This is an optimization exercise on Yosys and OpenROAD, whose aim is small area and a short achievable clock period, not a production implementation.
No functional check of the RTL was part of any run shown here.
Power figures rest on the tool's default switching activity, not on a simulated workload.

$ cat flow/constraint.sdc
create_clock -name core_clock -period 11.0 [get_ports {iClkPixel}]
set_input_delay 2.2000 -clock core_clock [delete_from_list [all_inputs] [get_ports {iClkPixel}]]
set_output_delay 2.2000 -clock core_clock [all_outputs]
set_load 0.01 [all_outputs]
$ cat flow/config.mk
export PLATFORM = sky130hd
export DESIGN_NAME = lcdTimCtrlCore
export DESIGN_NICKNAME = lcdTimCtrlCore
export VERILOG_FILES = /design/flow/design.v
export SDC_FILE = /design/flow/constraint.sdc
export NUM_CORES = 4
export LEC_CHECK = 0
export CAP_MARGIN = 20
export CORE_MARGIN = 2
export CORE_UTILIZATION = 40
export SLEW_MARGIN = 20
$ cat flow/flow/run.sh
#!/bin/bash
# Own flow: the standard layout (standard.sh) with two changes:
#  - the port buffers are small buffers instead of the default delay cells;
#  - the timing repair aims for more setup slack than the clock needs.
# Each ORFS step writes its full log under orfs/logs/.
export BUFFER_PORTS_ARGS="-buffer_cell sky130_fd_sc_hd__buf_1"
export SETUP_SLACK_MARGIN=7.8
bash standard.sh > standard.log 2>&1
$ cat flow/design.v
`timescale 1ns / 1ps
    module counterFromZeroToLimit #
    (
        parameter integer C_WIDTH = 12,
        parameter integer C_SLOW = 0
    )
    (
        output reg oSync,                       
        output reg oAct,                        
        output reg [C_WIDTH - 1 : 0] oCount,    
        output wire oZero,                      
        input wire [C_WIDTH - 1 : 0] iLenSync,
        input wire [C_WIDTH - 1 : 0] iLenBack,
        input wire [C_WIDTH - 1 : 0] iLenAct,
        input wire [C_WIDTH - 1 : 0] iLenFront,
        input wire iClk,
        input wire iRst,
        input wire iEn
    );
    reg front;
    wire back = ~(oSync | oAct | front);
    wire [C_WIDTH - 1 : 0] countInc = oCount + 1'b1;
    wire last;
    wire step = iEn && last;
    generate
        if (C_SLOW) begin : gSlow
            wire [C_WIDTH - 1 : 0] len = ({C_WIDTH{oSync}} & iLenSync) | ({C_WIDTH{back}} & iLenBack) |
                                         ({C_WIDTH{oAct}} & iLenAct) | ({C_WIDTH{front}} & iLenFront);
            reg lastReg;
            always @(posedge iClk) begin
                lastReg <= (countInc == len);
            end
            assign last = lastReg;
        end else begin : gFast
            wire [C_WIDTH - 1 : 0] lenNext = ({C_WIDTH{front}} & iLenSync) | ({C_WIDTH{oSync}} & iLenBack) |
                                             ({C_WIDTH{back}} & iLenAct) | ({C_WIDTH{oAct}} & iLenFront);
            reg [C_WIDTH - 1 : 0] len;
            always @(posedge iClk) begin
                if (!iRst)
                    len <= iLenSync;
                else if (step)
                    len <= lenNext;
            end
            assign last = (countInc == len);
        end
    endgenerate
    assign oZero = oSync && (oCount == 0);
    always @(posedge iClk or negedge iRst) begin
        if (!iRst) begin
            oSync <= 1'b1;
            oAct <= 1'b0;
            front <= 1'b0;
            oCount <= 0;
        end else if (iEn) begin
            if (last) begin
                oSync <= front;
                oAct <= back;
                front <= oAct;
                oCount <= 0;
            end else begin
                oCount <= countInc;
            end
        end
    end
    endmodule
`timescale 1ns / 1ps
    module lcdTimCtrlCore #
    (
        parameter integer C_HOR_WIDTH = 12,
        parameter integer C_VER_WIDTH = 12
    )
    (
        output wire oHSynch,
        output wire oVSynch,
        output wire oEnVideo,
        output wire [C_HOR_WIDTH - 1 : 0] oHAddr,
        output wire [C_VER_WIDTH - 1 : 0] oVAddr,
        input wire [C_HOR_WIDTH - 1 : 0] iHWidth,
        input wire [C_HOR_WIDTH - 1 : 0] iHBackPorch,
        input wire [C_HOR_WIDTH - 1 : 0] iHFrontPorch,
        input wire [C_HOR_WIDTH - 1 : 0] iHResolution,
        input wire iHPolarity,
        input wire [C_VER_WIDTH - 1 : 0] iVWidth,
        input wire [C_VER_WIDTH - 1 : 0] iVBackPorch,
        input wire [C_VER_WIDTH - 1 : 0] iVFrontPorch,
        input wire [C_VER_WIDTH - 1 : 0] iVResolution,
        input wire iVPolarity,
        input wire iEnVideoPolarity,
        input wire iClkPixel,
        input wire iRst,
        input wire iEn
    );
    wire hSync, hAct, hZero;
    wire [C_HOR_WIDTH - 1 : 0] hCount;
    wire vSync, vAct, vZero;
    wire [C_VER_WIDTH - 1 : 0] vCount;
    reg hPol, vPol, dePol;
    always @(posedge iClkPixel) begin
        hPol <= iHPolarity;
        vPol <= iVPolarity;
        dePol <= iEnVideoPolarity;
    end
    wire vEnabler = iEn && hZero;
    counterFromZeroToLimit #
        (
            .C_WIDTH(C_HOR_WIDTH)
        )HorizontalCounter(
            .oSync(hSync),
            .oAct(hAct),
            .oCount(hCount),
            .oZero(hZero),
            .iLenSync(iHWidth),
            .iLenBack(iHBackPorch),
            .iLenAct(iHResolution),
            .iLenFront(iHFrontPorch),
            .iClk(iClkPixel),
            .iRst(iRst),
            .iEn(iEn)
        );
    counterFromZeroToLimit #
        (
            .C_WIDTH(C_VER_WIDTH),
            .C_SLOW(1)
        )VerticalCounter(
            .oSync(vSync),
            .oAct(vAct),
            .oCount(vCount),
            .oZero(vZero),
            .iLenSync(iVWidth),
            .iLenBack(iVBackPorch),
            .iLenAct(iVResolution),
            .iLenFront(iVFrontPorch),
            .iClk(iClkPixel),
            .iRst(iRst),
            .iEn(vEnabler)
        );
    assign oHSynch = hSync ? hPol : ~hPol;
    assign oVSynch = vSync ? vPol : ~vPol;
    assign oEnVideo = (hAct && vAct) ? dePol : ~dePol;
    assign oHAddr = hCount & {C_HOR_WIDTH{hAct && vAct}};
    assign oVAddr = vCount & {C_VER_WIDTH{vAct}};
    endmodule
$ cat flow/standard.sh
#!/bin/bash
# synth_recipe.tcl (not shown) runs the flow's synth.tcl, then flattens the netlist and writes it again
# the make line also repeats each setting of config.mk as NAME=value (left out here)
make -C /OpenROAD-flow-scripts/flow DESIGN_CONFIG=/design/flow/config.mk WORK_HOME=/design/flow/orfs CLKGATE_MAP_FILE= SYNTH_SCRIPT=/design/flow/synth_recipe.tcl "${@:-finish}"
==> impl_metrics.toml, run 1 <==
[sta]
rsz0062_at_grt = "true"
final_hold_viol_count = 0
fmax_mhz = 289
worst_slew_margin_rel = 0.675
setup_total_negative_slack_ns = 0
finalClockSkew_ns = 0.00942
period_needed_ns = 3.46
final_report_max_slew_violation_count = 0
period_share = 0.314
max_slew.worst_pin.slew_ns = 0.484
worst_hold_slack_ns = 0.565
setup_violations = 0

[global_route]
grt_antenna_before_repair = 0
grt_remaining_overflow = 0
grt_first_pass_wirelength_um = 14900
grtUsageTotal = 0.213
grt_pass1_vias = 2940
grt_start_max_net_pins = 34

[clocking]
cts_root_buffer = "sky130_fd_sc_hd__clkbuf_8"
cts.sinks = 46
insertion_delay_ns = 0.30
clockBufferDepth = 2
cts_htree_levels = 2
tritoncts = "built"
clk_pin_slew_ns = 0.09
cts_made_buffers = 5

[drt]
route.met2.wl_um = 4230
drc = 0
wl_per_cell_um = 15.2
drt-pass1-iter-count = 8
wl_met3_um = 606
drt_iter0_drc = 340
viasPerCell = 5.54
route.layer.met1.wl_um = 4470
detailroute.via_count = 3431
post_detailed_routing_wire_length_um = 9390
maxUsedRoutingLayer = "met4"
antenna_left = 0

[worst_hold_path]
timing.hold.worst_path_depth = 1
hold_class = "reg -> reg"

[synthesis]
post_synth_edffs = 12
ys_seq_area_frac = 0.367
synthesis.nets = 493
synth-main-ff-cell = "sky130_fd_sc_hd__dfrtp_1"
synth_instances = 388
ys_seq_elements = 46
synthesis.area_per_instance_um2 = 8.37
ys_types = 45
netlist_area_mm2 = 0.00325
synth-async-reset-ratio = 0.652
synth-warning-count = 3

[setup_path]
top_fanout_value_on_the_critical_path = 9
worstPathArrival_ns = 1.26
ff2ff_path_depth = 8
startpoint_type = "flip-flop"
worst_setup_path_end_kind = "output port"
worst_ep_required_time_ns = 8.80
setup.worst_path.class = "reg -> out"

[die]
chipHeight_um = 94.1
floorplan.rows = 32
start_util = 0.416
placeableCoreArea_mm2 = 0.00781
die_footprint_mm2 = 0.00886
die-width_um = 94.1
pin_count = 129

[pwr]
leakage_nw = 1.75
pwr_density_cell_mw_per_mm2 = 127
peakVddDrop_mv = 0.0598
finalPower_w = 0.000546

[final_layout]
drive_gt1_frac = 0.176
nNetsFinal = 621
areaGrowthSynthToFinish_pct = 32.0
layout_commonest_cell = "sky130_fd_sc_hd__buf_1"
stdcell_area_mm2 = 0.00429
final_cell_mix = "sky130_fd_sc_hd__buf_1, sky130_fd_sc_hd__nand2_1, sky130_fd_sc_hd__o21ai_0"
antenna_cells_inserted = 0

[placement]
postPlaceCellArea_mm2 = 0.00385
dpl.hpwl_um = 6790
port-buffer-count = 128
place_congestion = 0.875

[run]
drv_cap = 0

[outcome]
outcome = "complete, no violations"
[metal layers]
| metal | GRT usage | vias to the layer above |
|---|---|---|
| met5 | 0 | - |
| met3 | 0.0337 | 8 |
| met4 | 0.0483 | 0 |
| met2 | 0.320 | 155 |
| met1 | 0.320 | 1583 |
| li1 | - | 1685 |
[report_power, final]
part	switching, W	leakage (nW)	internal (W)	total, W
sequential	0.0000357	0.504	0.000195	0.000231
combinational	0.0000897	1.17	0.0000708	0.000160
clock	0.0000581	0.0714	0.0000969	0.000155
[final timing paths]
path,start,to,slack (ns)
worst max-delay path,VerticalCounter.oAct,oVAddr[1],7.54
worst min-delay path,VerticalCounter.oCount[0],VerticalCounter.oCount[0],0.57
worst max register to register,HorizontalCounter.oCount[0],HorizontalCounter.gFast.len[2],7.91
worst min register to register,VerticalCounter.oCount[0],VerticalCounter.oCount[0],0.57
max in group asynchronous,iRst,VerticalCounter.oSync,8.83
min in group asynchronous,iRst,HorizontalCounter.front,1.84
[cell families after synthesis]
group                    count (synthesis)  share of synthesized area
AND/OR/NAND/NOR                        156                      0.234
AO/OA/AOI/OAI                           98                      0.211
flip-flops                              46                      0.367
buffers and inverters                   39                     0.0466
XOR/XNOR                                37                     0.0997
multiplexers                             9                     0.0300
adder cells (fa/ha/maj)                  3                     0.0116
[sequential cells by signal (all words and copies together), names as in the netlist]
register and cells:
VerticalCounter.front 1, HorizontalCounter.gFast.len 12, vPol 1, dePol 1, VerticalCounter.oAct 1, VerticalCounter.gSlow.lastReg 1, VerticalCounter.oSync 1, VerticalCounter.oCount 12
HorizontalCounter.oAct 1, hPol 1, HorizontalCounter.oCount 12, HorizontalCounter.front 1, HorizontalCounter.oSync 1
[metrics by stage]
step,worst slack [ns],util,std cells
6_report,7.54,0.549,619
5_1_grt,7.47,0.549,619
4_1_cts,7.53,0.542,618
3_5_place_dp,6.65,0.493,596
3_3_place_gp,6.72,0.493,596
2_1_floorplan,7.46,-,388
[repair_timing]
action                     in CTS  in global routing
hold endpoints to repair        0                  0
pin swaps                       6                  2
gates resized for setup        32                 15
buffers inserted               13                  1
cloned                          1                  0
hold buffers                    0                  0
setup endpoints to repair      77                 56
[critical path, cell delays in order (launching register included)]
cell                      delay, ns
sky130_fd_sc_hd__dfrtp_1       0.41
sky130_fd_sc_hd__buf_12        0.16
sky130_fd_sc_hd__buf_12        0.12
sky130_fd_sc_hd__and2_1        0.14
sky130_fd_sc_hd__buf_1         0.12
[cell usage after synthesis (4+ instances only)]
| library cell | n | area share |
|---|---|---|
| sky130_fd_sc_hd__nor4_1 | 7 | 0.013 |
| sky130_fd_sc_hd__buf_2 | 4 | 0.0062 |
| sky130_fd_sc_hd__inv_1 | 14 | 0.016 |
| sky130_fd_sc_hd__mux2_2 | 6 | 0.021 |
| sky130_fd_sc_hd__nand2b_1 | 4 | 0.0077 |
| sky130_fd_sc_hd__nand4_1 | 5 | 0.0096 |
| sky130_fd_sc_hd__edfxtp_1 | 12 | 0.11 |
| sky130_fd_sc_hd__a31oi_1 | 7 | 0.013 |
| sky130_fd_sc_hd__and3_1 | 10 | 0.019 |
| sky130_fd_sc_hd__nor2_1 | 24 | 0.028 |
| sky130_fd_sc_hd__o21ai_0 | 43 | 0.066 |
| sky130_fd_sc_hd__xor2_1 | 12 | 0.032 |
| sky130_fd_sc_hd__clkbuf_1 | 21 | 0.024 |
| sky130_fd_sc_hd__nor3_1 | 11 | 0.017 |
| sky130_fd_sc_hd__nand3_1 | 14 | 0.022 |
| sky130_fd_sc_hd__xnor2_1 | 25 | 0.067 |
| sky130_fd_sc_hd__nand2_1 | 57 | 0.066 |
| sky130_fd_sc_hd__a222oi_1 | 22 | 0.068 |
| sky130_fd_sc_hd__dfxtp_1 | 4 | 0.025 |
| sky130_fd_sc_hd__o31ai_1 | 6 | 0.014 |
| sky130_fd_sc_hd__a21oi_1 | 6 | 0.0092 |
| sky130_fd_sc_hd__and2_1 | 14 | 0.027 |
| sky130_fd_sc_hd__dfrtp_1 | 28 | 0.22 |
[area by class of cell]
type / instances / area (um^2)
fillers: 753 / 3520
multi-input cells: 303 / 2030
flip-flops and latches: 46 / 1200
repair buffers: 146 / 727
well taps: 102 / 128
clock buffers: 6 / 82.6
clock inverters: 2 / 60.1
inverters: 14 / 56.3
==> run 2, diff against run 1 <==
--- a/flow/design.v
+++ b/flow/design.v
@@ -9,5 +9,5 @@
         output reg oAct,                        
         output reg [C_WIDTH - 1 : 0] oCount,    
-        output wire oZero,                      
+        output reg oZero,                       
         input wire [C_WIDTH - 1 : 0] iLenSync,
         input wire [C_WIDTH - 1 : 0] iLenBack,
@@ -21,29 +21,25 @@
     wire back = ~(oSync | oAct | front);
     wire [C_WIDTH - 1 : 0] countInc = oCount + 1'b1;
+    wire lastNow = oAct ? (countInc == iLenAct) : (oCount == {{(C_WIDTH - 1){1'b1}}, 1'b0});
     wire last;
-    wire step = iEn && last;
     generate
         if (C_SLOW) begin : gSlow
-            wire [C_WIDTH - 1 : 0] len = ({C_WIDTH{oSync}} & iLenSync) | ({C_WIDTH{back}} & iLenBack) |
-                                         ({C_WIDTH{oAct}} & iLenAct) | ({C_WIDTH{front}} & iLenFront);
             reg lastReg;
             always @(posedge iClk) begin
-                lastReg <= (countInc == len);
+                lastReg <= lastNow;
             end
             assign last = lastReg;
         end else begin : gFast
-            wire [C_WIDTH - 1 : 0] lenNext = ({C_WIDTH{front}} & iLenSync) | ({C_WIDTH{oSync}} & iLenBack) |
-                                             ({C_WIDTH{back}} & iLenAct) | ({C_WIDTH{oAct}} & iLenFront);
-            reg [C_WIDTH - 1 : 0] len;
-            always @(posedge iClk) begin
-                if (!iRst)
-                    len <= iLenSync;
-                else if (step)
-                    len <= lenNext;
-            end
-            assign last = (countInc == len);
+            assign last = lastNow;
         end
     endgenerate
-    assign oZero = oSync && (oCount == 0);
+    wire [C_WIDTH - 1 : 0] countLoad = oSync ? ~iLenBack : (back ? {C_WIDTH{1'b0}} : (oAct ? ~iLenFront : ~iLenSync));
+    always @(posedge iClk) begin
+        if (!iRst) begin
+            oCount <= ~iLenSync;
+        end else if (iEn) begin
+            oCount <= last ? countLoad : countInc;
+        end
+    end
     always @(posedge iClk or negedge iRst) begin
         if (!iRst) begin
@@ -51,13 +47,11 @@
             oAct <= 1'b0;
             front <= 1'b0;
-            oCount <= 0;
+            oZero <= 1'b1;
         end else if (iEn) begin
+            oZero <= last && front;
             if (last) begin
                 oSync <= front;
                 oAct <= back;
                 front <= oAct;
-                oCount <= 0;
-            end else begin
-                oCount <= countInc;
             end
         end
--- a/flow/flow/run.sh
+++ b/flow/flow/run.sh
@@ -5,4 +5,4 @@
 # Each ORFS step writes its full log under orfs/logs/.
 export BUFFER_PORTS_ARGS="-buffer_cell sky130_fd_sc_hd__buf_1"
-export SETUP_SLACK_MARGIN=7.8
+export SETUP_SLACK_MARGIN=7.6
 bash standard.sh > standard.log 2>&1
==> impl_metrics.toml, run 2 <==
[final_layout]
nNetsFinal = 633
layout_commonest_cell = "sky130_fd_sc_hd__buf_1"
filler_cell_count = 722
final_cell_mix = "sky130_fd_sc_hd__buf_1, sky130_fd_sc_hd__nand2_1, sky130_fd_sc_hd__o21ai_0"
areaGrowthSynthToFinish_pct = 37.9
footprint_of_the_multi_input_gates_mm2 = 0.00225
area.sequential_um2 = 988
fin_util = 0.572
drive_gt1_frac = 0.220
antenna_cells_inserted = 0
biggest_registers_after_layout = "HorizontalCounter.oCount: 12 flops, VerticalCounter.oCount: 12 flops"

[drt]
drt_iter0_drc = 298
viasPerCell = 5.59
wl_per_cell_um = 16.8
detailroute.via_count = 3523
drc = 0
antenna_left = 0
post_detailed_routing_wire_length_um = 10600
drt-pass1-iter-count = 5

[pwr]
power.net_switching_w = 0.000117
p_int_w = 0.000245
pwr_density_cell_mw_per_mm2 = 81.8
power.share.sequential = 0.468
peakVddDrop_mv = 0.0506
leakage_nw = 1.60
swShare = 0.323
part_of_the_power_in_the_clock_network = 0.264
comb_power_frac = 0.268

[clocking]
cts_made_buffers = 5
cts_htree_levels = 2
clk_pin_slew_ns = 0.08
cts.sinks = 35
tritoncts = "built"
cts_root_buffer = "sky130_fd_sc_hd__clkbuf_8"
insertion_delay_ns = 0.29
clockBufferDepth = 2
holdBufCountCts = 0

[sta]
worst_slew_margin_rel = 0.452
final_report_max_slew_violation_count = 0
period_share = 0.347
setup_total_negative_slack_ns = 0
period_needed_ns = 3.82
timing.final.ws_setup_ns = 7.18
setup_violations = 0
rsz0062_at_grt = "true"
fmax_mhz = 262
final_hold_viol_count = 0
max_slew.worst_pin.slew_ns = 0.821
finalClockSkew_ns = 0.0119

[synthesis]
netlist_area_mm2 = 0.00320
synth-warning-count = 3
ys_seq_area_frac = 0.306
synth-main-ff-cell = "sky130_fd_sc_hd__edfxtp_1"
synth_instances = 392
synthDominantCellAreaShare = 0.225
synth_most_common_cell = "sky130_fd_sc_hd__nand2_1"
synth-async-reset-ratio = 0.200
synthesis.area_per_instance_um2 = 8.17
ys_types = 51
ys_seq_elements = 35
netlist_top_cells_area = "sky130_fd_sc_hd__edfxtp_1, sky130_fd_sc_hd__o21ai_0, sky130_fd_sc_hd__xnor2_1"
post-synth-top-area-cell = "sky130_fd_sc_hd__edfxtp_1"
synthTopCellsByCount = "sky130_fd_sc_hd__nand2_1, sky130_fd_sc_hd__o21ai_0, sky130_fd_sc_hd__nor2_1"
synthesis.nets = 498
post_synth_edffs = 24

[setup_path]
timing.critical_path.max_delay_family = "simple AND/OR/NAND/NOR gates"
worstReg2RegStart = "HorizontalCounter.oCount[0]"
slowest_stage = "sky130_fd_sc_hd__or3_4"
top_fanout_value_on_the_critical_path = 6
worst_setup_path_end_kind = "flip-flop"
startpoint_type = "primary input"
worst-r2r-setup-slack_ns = 8.17
crit-reg2reg-capture = "HorizontalCounter.oCount[8]"
worst_ep_required_time_ns = 11.05
worstPathArrival_ns = 3.87
setup.worst_path.class = "in -> reg"
cp.buffers_inverters = 1
cpPeakStageDelay_ns = 0.38
worstPathCellList = "buf_8, xor2_4, or3_4, a21boi_2, o2111a_1, and4_4, nor2_4, o311a_1"
ff2ff_path_depth = 8

[placement]
place_congestion = 0.835
dpl.hpwl_um = 7230
pre_cts_slack_ns = 6.47
port-buffer-count = 128

[die]
pin_count = 129
die_footprint_mm2 = 0.00874
floorplan.rows = 32
die-width_um = 93.5
start_util = 0.415
placeableCoreArea_mm2 = 0.00773
chipHeight_um = 93.5

[outcome]
outcome = "complete, no violations"

[worst_hold_path]
worstHoldEndpoint = "HorizontalCounter.oZero"
hold_class = "reg -> reg"
hold_path_startpoint = "HorizontalCounter.oZero"
timing.hold.worst_path_depth = 1

[global_route]
grt_antenna_before_repair = 0
grt_pass1_vias = 3172
grt_first_pass_wirelength_um = 16200
grt_remaining_overflow = 0
grt_start_max_net_pins = 39
grtUsageTotal = 0.238

[run]
drv_cap = 0
run 2: changes by cell type after synthesis, sizes merged, moves of 8 or more:
cell,previous run,this run
o211ai,0,13
a222oi,22,0
a21oi,6,14
dfrtp,28,4
xor2,12,20
o22ai,0,22
nand2,57,49
edfxtp,12,24
run 2: what timing repair did:
item | 4_1_cts | 5_1_grt
pin swaps | 12 | 8
setup endpoints to repair | 43 | 44
setup buffers | 24 | 1
resized for setup | 82 | 23
gates cloned | 3 | 0
run 2: stage by stage:
step,instances,power [W],area (um^2),hold WS (ns)
2_1_floorplan,392,0.000229,3260,0.468
3_3_place_gp,594,0.000258,3740,0.490
3_5_place_dp,594,0.000259,3740,0.488
4_1_cts,629,0.000360,4330,0.500
5_1_grt,630,0.000379,4420,0.507
6_report,630,0.000362,4420,0.496
run 2: worst reg2reg max path: stages, from the launching register on:
cell and delay (ns):
sky130_fd_sc_hd__edfxtp_1 0.51, sky130_fd_sc_hd__ha_1 0.36, sky130_fd_sc_hd__xnor3_1 0.41, sky130_fd_sc_hd__nand4_1 0.11, sky130_fd_sc_hd__nor4b_2 0.30, sky130_fd_sc_hd__o2111a_1 0.27
sky130_fd_sc_hd__and4_4 0.28, sky130_fd_sc_hd__nor2_4 0.06, sky130_fd_sc_hd__o311a_1 0.30
run 2: worst max-delay path by stage:
stage / startpoint / cells past startpoint / slack, ns / end
2_1_floorplan: iHResolution[7] / 7 / 7.12 / HorizontalCounter.oCount[4]
3_3_place_gp: iHResolution[7] / 8 / 6.54 / HorizontalCounter.oCount[1]
3_5_place_dp: iHResolution[7] / 8 / 6.47 / HorizontalCounter.oCount[0]
4_1_cts: iHResolution[7] / 8 / 7.22 / HorizontalCounter.oCount[8]
5_1_grt: iHResolution[7] / 8 / 7.15 / HorizontalCounter.oCount[4]
6_report: iHResolution[7] / 8 / 7.18 / HorizontalCounter.oCount[8]
run 2: cells by family (layout without fill, tap and decap cells):
group / Yosys count / count (layout) / share of synthesized area
DFF: 35 / 35 / 0.306
adders and majority gates: 4 / 4 / 0.0156
AOI/OAI and AO/OA: 111 / 111 / 0.217
buffers and inverters: 36 / 172 / 0.0469
muxes: 7 / 7 / 0.0262
xor gates and xnor gates: 46 / 46 / 0.143
and+or+nand+nor: 153 / 153 / 0.245
run 2: layout make-up:
| type | instances | area share |
|---|---|---|
| sequential | 35 | 0.224 |
| timing repair buffer | 156 | 0.210 |
| inverter | 7 | 0.00765 |
| tap | 102 | 0.0289 |
| clock inverter | 2 | 0.00312 |
| multi-input combinational | 321 | 0.509 |
| timing repair inverter | 1 | 0.00170 |
| clock buffer | 6 | 0.0164 |
run 2: routing by layer:
metal,wire length [um],GRT usage,part of all wire,vias to the layer above
met4,85,0.0502,0.0080,0
met3,720,0.0355,0.068,11
met5,0,0,0,-
met1,4710,0.346,0.44,1653
li1,-,-,-,1706
met2,5080,0.375,0.48,153
run 2: power groups by stage:
stage / clock (W) / combinational [W] / sequential (W)
CTS: 0.0000966 / 0.0000944 / 0.000169
global route: 0.000103 / 0.000106 / 0.000171
floorplan: 0 / 0.0000653 / 0.000163
detailed placement: 0 / 0.0000850 / 0.000174
global placement: 0 / 0.0000840 / 0.000174
finish: 0.0000954 / 0.0000968 / 0.000169

==> what the ideal ports hide <==
Ports are ideal in the flow. The routed layouts listed here were re-timed in OpenROAD. Step 1: set_driving_cell puts a clkbuf_16 on iClkPixel and a buf_2 on each other input, an assumption about the parent block. Step 2, shift: input delay + t, output delay - t, t = (earliest + latest rising clock arrival at the registers) / 2. This alone moves slack from input paths to output paths. Slacks: ideal / step 1 / step 2; pairs: ideal / step 1.
run | t (ns) | setup slack, ns | pins driven straight from the clock port
run 1 | 0.327 | 7.542 / 7.510 / 7.335 | 1
run 2 | 0.316 | 7.179 / 7.166 / 6.851 | 1
After both steps every run listed still meets setup and hold. For run 2, which loses most, drivers alone change the setup slack by -0.013 ns; drivers and shift together by -0.328 ns.
